Context: an optimization exercise on an open-source flow, tuned for small area. The choices shown serve that exercise and are no tape-out recipe. The RTL was checked by simulation tests, not by an equivalence proof against the original design. Power figures rest on the tool's default switching activity, not on a simulated workload.

Design SevenSegmentALU, start of the top module:
module SevenSegmentALU(
    input clk,
    input reset,
    input onesBtn,
    input tensBtn,
    input hundredsBtn,
    input sign,
    input enter,
    output [6:0] seg,
    output [3:0] anode
);
Size in the first run: roughly 130 flip-flops, ~18 I/O pins, about 4700 µm² of cells after synthesis.
==> module SevenSegmentALU, before the edit <==
module SevenSegmentALU(
    input clk,
    input reset,
    input onesBtn,
    input tensBtn,
    input hundredsBtn,
    input sign,
    input enter,
    output [6:0] seg,
    output [3:0] anode
);
    wire rst;
    systemResetHandler resetHandlerInstance (.clk(clk), .reset(reset), .rst(rst));
    wire pOnes, pTens, pHund, pSign, pEnter;
    buttonSyncPulse onesBtnGen     (.clk(clk), .rst(rst), .button(onesBtn),     .pulse(pOnes));
    buttonSyncPulse tensBtnGen     (.clk(clk), .rst(rst), .button(tensBtn),     .pulse(pTens));
    buttonSyncPulse hundredsBtnGen (.clk(clk), .rst(rst), .button(hundredsBtn), .pulse(pHund));
    buttonSyncPulse signBtnGen     (.clk(clk), .rst(rst), .button(sign),        .pulse(pSign));
    buttonSyncPulse enterBtnGen    (.clk(clk), .rst(rst), .button(enter),       .pulse(pEnter));
    localparam [2:0] S_IN1  = 3'd0;
    localparam [2:0] S_W1   = 3'd1;
    localparam [2:0] S_IN2  = 3'd2;
    localparam [2:0] S_W2   = 3'd3;
    localparam [2:0] S_CALC = 3'd4;
    localparam [2:0] S_UPD  = 3'd5;
    localparam [2:0] S_DONE = 3'd6;
    reg [2:0] state;
    wire inIn1  = (state == S_IN1);
    wire inIn2  = (state == S_IN2);
    wire inW2   = (state == S_W2);
    wire inCalc = (state == S_CALC);
    wire inUpd  = (state == S_UPD);
    reg [3:0] d0, d1, d2;
    reg       neg;
    reg [3:0] na0, na1, na2;
    wire [3:0] a0 = ~na0, a1 = ~na1, a2 = ~na2;
    reg       aneg;
    reg       aGt;
    reg       cy;
    function [3:0] incDigit(input [3:0] d);
        incDigit = (d[3] & d[0]) ? 4'd0 : d + 4'd1;
    endfunction
    function [4:0] dadd(input [3:0] x, input [3:0] y, input c);
        reg [4:0] s;
        reg       dc;
        begin
            s = x + y + c;
            dc = s[4] | (s[3] & (s[2] | s[1]));
            dadd = {dc, s[3:0] + {1'b0, dc, dc, 1'b0}};
        end
    endfunction
    function [3:0] n9(input [3:0] x, input e);
        n9 = e ? {~(x[3] | x[2] | x[1]), x[2] ^ x[1], x[1], ~x[0]} : x;
    endfunction
    wire diff   = aneg ^ neg;
    wire [11:0] cmpA = {a2, a1, a0};
    wire [11:0] cmpB = {d2, d1, d0};
    reg  [12:0] gtc;
    integer gi;
    always @(*) begin
        gtc[0] = 1'b0;
        for (gi = 0; gi < 12; gi = gi + 1)
            gtc[gi + 1] = (cmpA[gi] & ~cmpB[gi]) | (cmpA[gi] & gtc[gi]) | (~cmpB[gi] & gtc[gi]);
    end
    wire gtNow = gtc[12];
    wire [3:0] bDig = inW2 ? d0 : (inCalc ? d1 : d2);
    wire [4:0] sd   = dadd(a0, n9(bDig, diff), cy);
    wire [3:0] rDig = n9(sd[3:0], diff & ~aGt);
    wire resNeg = (diff & ~aGt) ? (neg & ((rDig != 4'd0) | (a2 != 4'd0) | (a1 != 4'd0))) : aneg;
    always @(posedge clk) begin
        if (rst) begin
            state <= S_IN1;
            d0 <= 4'd0; d1 <= 4'd0; d2 <= 4'd0; neg <= 1'b0;
        end else begin
            case (state)
                S_IN1, S_IN2: begin
                    if (pEnter) begin
                        state <= inIn1 ? S_W1 : S_W2;
                    end else begin
                        if (pOnes) d0 <= incDigit(d0);
                        if (pTens) d1 <= incDigit(d1);
                        if (pHund) d2 <= incDigit(d2);
                        if (pSign) neg <= ~neg;
                    end
                end
                S_W1: begin
                    if (~enter) begin
                        d0 <= 4'd0; d1 <= 4'd0; d2 <= 4'd0; neg <= 1'b0;
                        state <= S_IN2;
                    end
                end
                S_W2: begin
                    if (~enter) state <= S_CALC;
                end
                S_CALC: state <= S_UPD;
                S_UPD: begin
                    {d2, d1, d0} <= {rDig, a2, a1};
                    neg <= resNeg;
                    state <= S_DONE;
                end
                default: ;
            endcase
        end
    end
    wire step = (inW2 & ~enter) | inCalc;
    always @(posedge clk) begin
        if (inIn1) begin
            {na2, na1, na0} <= ~{d2, d1, d0};
            aneg <= neg;
        end else if (step) begin
            {na2, na1, na0} <= ~{rDig, a2, a1};
        end
        if (inIn2 | inW2)
            aGt <= gtNow;
        cy <= (inIn2 | (inW2 & enter)) ? (diff & gtNow) : sd[4];
    end
    localparam [11:0] MUX_RST  = 12'b101010101010;
    localparam [11:0] MUX_RUN  = 12'b101010101011;
    localparam [11:0] MUX_TERM = 12'b010000101110;
    reg [11:0] mcnt;
    reg [3:0]  an;
    reg [3:0]  cd;
    localparam [11:0] MUX_MASK = 12'b111110110111;
    wire mp = ((mcnt & MUX_MASK) == (MUX_TERM & MUX_MASK));
    wire an0 = ~an[0] | (&an);    
    always @(posedge clk) begin
        if (rst)
            mcnt <= MUX_RST;
        else if (mp)
            mcnt <= MUX_RUN;
        else
            mcnt <= {~mcnt[10:0], mcnt[11] ^ mcnt[10]};
        if (rst) begin
            an  <= 4'b1111;
            cd  <= 4'd0;
        end else if (mp) begin
            an <= an0 ? 4'b1101 : {an[2:0], an[3]};
            cd <= an0 ? d1 : ~an[1] ? d2 : ~an[2] ? {3'b111, ~neg} : d0;
        end
    end
    assign anode = an;
    assign seg[0] = (~cd[0] & ~cd[2]) | (cd[0] & ~cd[1] & cd[2]) | (cd[1] & ~cd[3]) | (~cd[1] & cd[3]);
    assign seg[1] = (~cd[0] & ~cd[1]) | (~cd[2]) | (cd[0] & cd[1] & ~cd[3]);
    assign seg[2] = (~cd[1]) | (cd[0] & ~cd[2]) | (cd[2] & ~cd[3]);
    assign seg[3] = (~cd[0] & ~cd[2]) | (cd[1] & ~cd[2]) | (cd[0] & ~cd[1] & cd[2]) | (~cd[1] & cd[3]) | (~cd[0] & cd[1] & ~cd[3]);
    assign seg[4] = (~cd[0] & ~cd[2]) | (~cd[0] & cd[1] & ~cd[3]);
    assign seg[5] = (~cd[0] & ~cd[1]) | (~cd[1] & cd[2]) | (~cd[1] & cd[3]) | (~cd[0] & cd[2] & ~cd[3]);
    assign seg[6] = (~cd[0] & cd[1]) | (cd[1] & ~cd[2]) | (~cd[1] & cd[2]) | (~cd[1] & cd[3]);
endmodule
export LEC_CHECK = 0
export CAP_MARGIN = 20
export CORE_MARGIN = 2
export CORE_UTILIZATION = 40
export SLEW_MARGIN = 20
create_clock -name core_clock -period 10.0 [get_ports {clk}]
standard.sh (not shown) runs the stock make flow with config.mk's settings and CLKGATE_MAP_FILE= SYNTH_SCRIPT=/design/flow/synth_recipe.tcl, a recipe that flattens the netlist after the stock synthesis.
==> flow/flow/run.sh <==
#!/bin/bash
# Layout flow: the standard flow, except for synthesis and two settings.
#
# Synthesis runs ORFS's own synth.tcl with three changes: no Kogge-Stone
# carry-lookahead map, no full/half-adder extraction, and an area-oriented ABC
# script. It is run with several ABC scripts (flow/abc_*.scr, and &deepsyn
# with seeds 1-23) and the netlist with the smallest cell area is kept. The
# standard synthesis is also run, into ref/; a custom netlist is used only if
# its flip-flops (instance names and cell types) match the standard netlist's
# exactly, otherwise the standard synthesis is used.
# Placement buffers the ports with buf_1, and CTS builds the clock tree from
# clkbuf_4 without dummy loads.
# Each tool's output goes to a log file of its own in this folder.
set -uo pipefail
W=$(pwd)
RESREL=results/${FLOW_PLATFORM}/SevenSegmentALU/base

sed -e "s#WORK_HOME=[^ ]*orfs#WORK_HOME=$W/ref#" standard.sh > ref.sh

python3 - "$FLOW_HOME/scripts/synth.tcl" "$W/synth_custom.tcl" > patch_synth.log 2>&1 <<'PY'
import sys
src = open(sys.argv[1]).read()
src = src.replace('"-extra-map $::env(FLOW_HOME)/platforms/common/lcu_kogge_stone.v"', '""')
a = src.index('# Technology mapping of adders')
b = src.index('# Technology mapping of latches')
src = src[:a] + src[b:]
old = 'log_cmd abc {*}$abc_args'
assert old in src
src = src.replace(old, 'log_cmd abc -script $::env(CUSTOM_ABC_SCRIPT) {*}$lib_args {*}$lib_dont_use_args')
assert 'lcu_kogge' not in src and 'extract_fa' not in src
open(sys.argv[2], 'w').write(src)
print("patched synth.tcl")
PY
sed -e "s#source \$::env(SCRIPTS_DIR)/synth.tcl#source $W/synth_custom.tcl#" synth_recipe.tcl > my_synth.tcl

# candidate ABC scripts
mkdir -p abc
cp flow/abc_*.scr abc/
for s in $(seq 1 23); do
  sed -e "s/&deepsyn -J 50 -T 600/\&deepsyn -J 50 -T 600 -S $s/" flow/abc_deepsyn.scr > abc/abc_deepsyn_s$s.scr
done

flops() {
  # instance name and cell type (drive strength stripped) of every flip-flop
  awk '/^ *sky130_fd_sc_hd__(df|edf|sdf|dl)[a-z]*_[0-9]+ /{c=$1; sub(/_[0-9]+$/,"",c); n=$2; print n, c}' "$1" | sort
}
area() {
  awk '/Chip area for module/{print $NF}' "$1/reports/${FLOW_PLATFORM}/SevenSegmentALU/base/synth_stat.txt" 2>/dev/null
}

bash ref.sh synth > synth_ref.log 2>&1
flops ref/$RESREL/1_2_yosys.v > flops_ref.txt

best=""; best_area=""
if grep -q "patched" patch_synth.log && [[ -s flops_ref.txt ]]; then
  names=()
  for f in abc/*.scr; do names+=("$(basename "$f" .scr)"); done
  run_one() {
    local n=$1
    sed -e "s#WORK_HOME=[^ ]*orfs#WORK_HOME=$W/cand_$n#" \
        -e "s#SYNTH_SCRIPT=[^ ]*synth_recipe.tcl#SYNTH_SCRIPT=$W/my_synth.tcl#" standard.sh > cand_$n.sh
    CUSTOM_ABC_SCRIPT=$W/abc/$n.scr bash cand_$n.sh synth > synth_$n.log 2>&1
  }
  i=0
  for n in "${names[@]}"; do
    run_one "$n" &
    i=$((i+1))
    if (( i % 4 == 0 )); then wait; fi
  done
  wait
  for n in "${names[@]}"; do
    a=$(area cand_$n)
    [[ -n "$a" ]] || continue
    flops cand_$n/$RESREL/1_2_yosys.v > flops_$n.txt
    if cmp -s flops_ref.txt flops_$n.txt; then
      echo "$n $a" >> candidates.log
      if [[ -z "$best" ]] || awk -v a="$a" -v b="$best_area" 'BEGIN{exit !(a<b)}'; then
        best=$n; best_area=$a
      fi
    else
      echo "$n $a flip-flops differ from the standard synthesis" >> candidates.log
    fi
  done
fi

rm -rf orfs
if [[ -n "$best" ]]; then
  echo "synthesis: custom $best, area $best_area" | tee flow_choice.log
  mv cand_$best orfs
else
  echo "synthesis: standard" | tee flow_choice.log
  bash standard.sh synth > synth_standard.log 2>&1
fi
for n in cand_*; do [[ -d "$n" ]] && rm -rf "$n"; done

EXTRA=("CTS_ARGS=-sink_clustering_enable -repair_clock_nets -dont_use_dummy_load -buf_list sky130_fd_sc_hd__clkbuf_4"
       "BUFFER_PORTS_ARGS=-buffer_cell sky130_fd_sc_hd__buf_1")
bash standard.sh "${EXTRA[@]}" finish > layout.log 2>&1
Other scripts of this flow, unchanged in this note and not shown: flow/flow/abc_deepsyn.scr, flow/flow/abc_nf.scr
Then changed:
--- a/flow/design.v
+++ b/flow/design.v
@@ -76,15 +76,15 @@
     localparam [2:0] S_CALC = 3'd4;
     localparam [2:0] S_UPD  = 3'd5;
     localparam [2:0] S_DONE = 3'd6;
     reg [2:0] state;
     wire inIn1  = (state == S_IN1);
     wire inIn2  = (state == S_IN2);
-    wire inW2   = (state == S_W2);
+    wire inW2   = state[1] & state[0];
     wire inCalc = (state == S_CALC);
-    wire inUpd  = (state == S_UPD);
+    wire inUpd  = state[2] & state[0];
     reg [3:0] d0, d1, d2;
     reg       neg;
     reg [3:0] na0, na1, na2;
     wire [3:0] a0 = ~na0, a1 = ~na1, a2 = ~na2;
     reg       aneg;
     reg       aGt;
@@ -171,13 +171,13 @@
     localparam [11:0] MUX_TERM = 12'b010000101110;
     reg [11:0] mcnt;
     reg [3:0]  an;
     reg [3:0]  cd;
     localparam [11:0] MUX_MASK = 12'b111110110111;
     wire mp = ((mcnt & MUX_MASK) == (MUX_TERM & MUX_MASK));
-    wire an0 = ~an[0] | (&an);    
+    wire an0 = ~an[0] | (&an[3:1]);    
     always @(posedge clk) begin
         if (rst)
             mcnt <= MUX_RST;
         else if (mp)
             mcnt <= MUX_RUN;
         else
=> Setup slack is better by 0.41 ns. Core utilization went down by 0.31 points. Via count went down by 1.0%. Total power went down by 0.93%. Count of clock-buffer cells in the layout is unchanged. Die area went down by 0.57%. Worst hold slack is worse by 0.0066 ns. Clock skew went up by 0.0096 ns. Global-route usage went down by 0.50 points. Non-clock buffer count went down by 1. Cell count went down by 0.59%.

## re-timing with driven ports
In the flow no input, the clock included, has a driving cell. The finished layouts below were timed again as built, in two steps. Step 1 sets driving cells, clkbuf_16 on the clock port and buf_2 on the other inputs (assumed; they add their load-dependent delay and slew). Step 2 times the ports against the registers' clock, not the clock port: input delays grow and output delays shrink by t, the midpoint of the rising clock arrivals with the driver on. Slacks: no drivers / after step 1 / after step 2; pairs: no drivers / after step 1.
| run | shift t [ns] | setup WS [ns] | worst setup path at the end | cell pins on the clock port's net |
|---|---|---|---|---|
| the first run | 0.532 | 5.991 / 5.991 / 5.991 | register to register | 1 |
| the second run | 0.527 | 6.405 / 6.405 / 6.405 | register to register | 1 |
After both steps setup and hold are still met in every run listed.
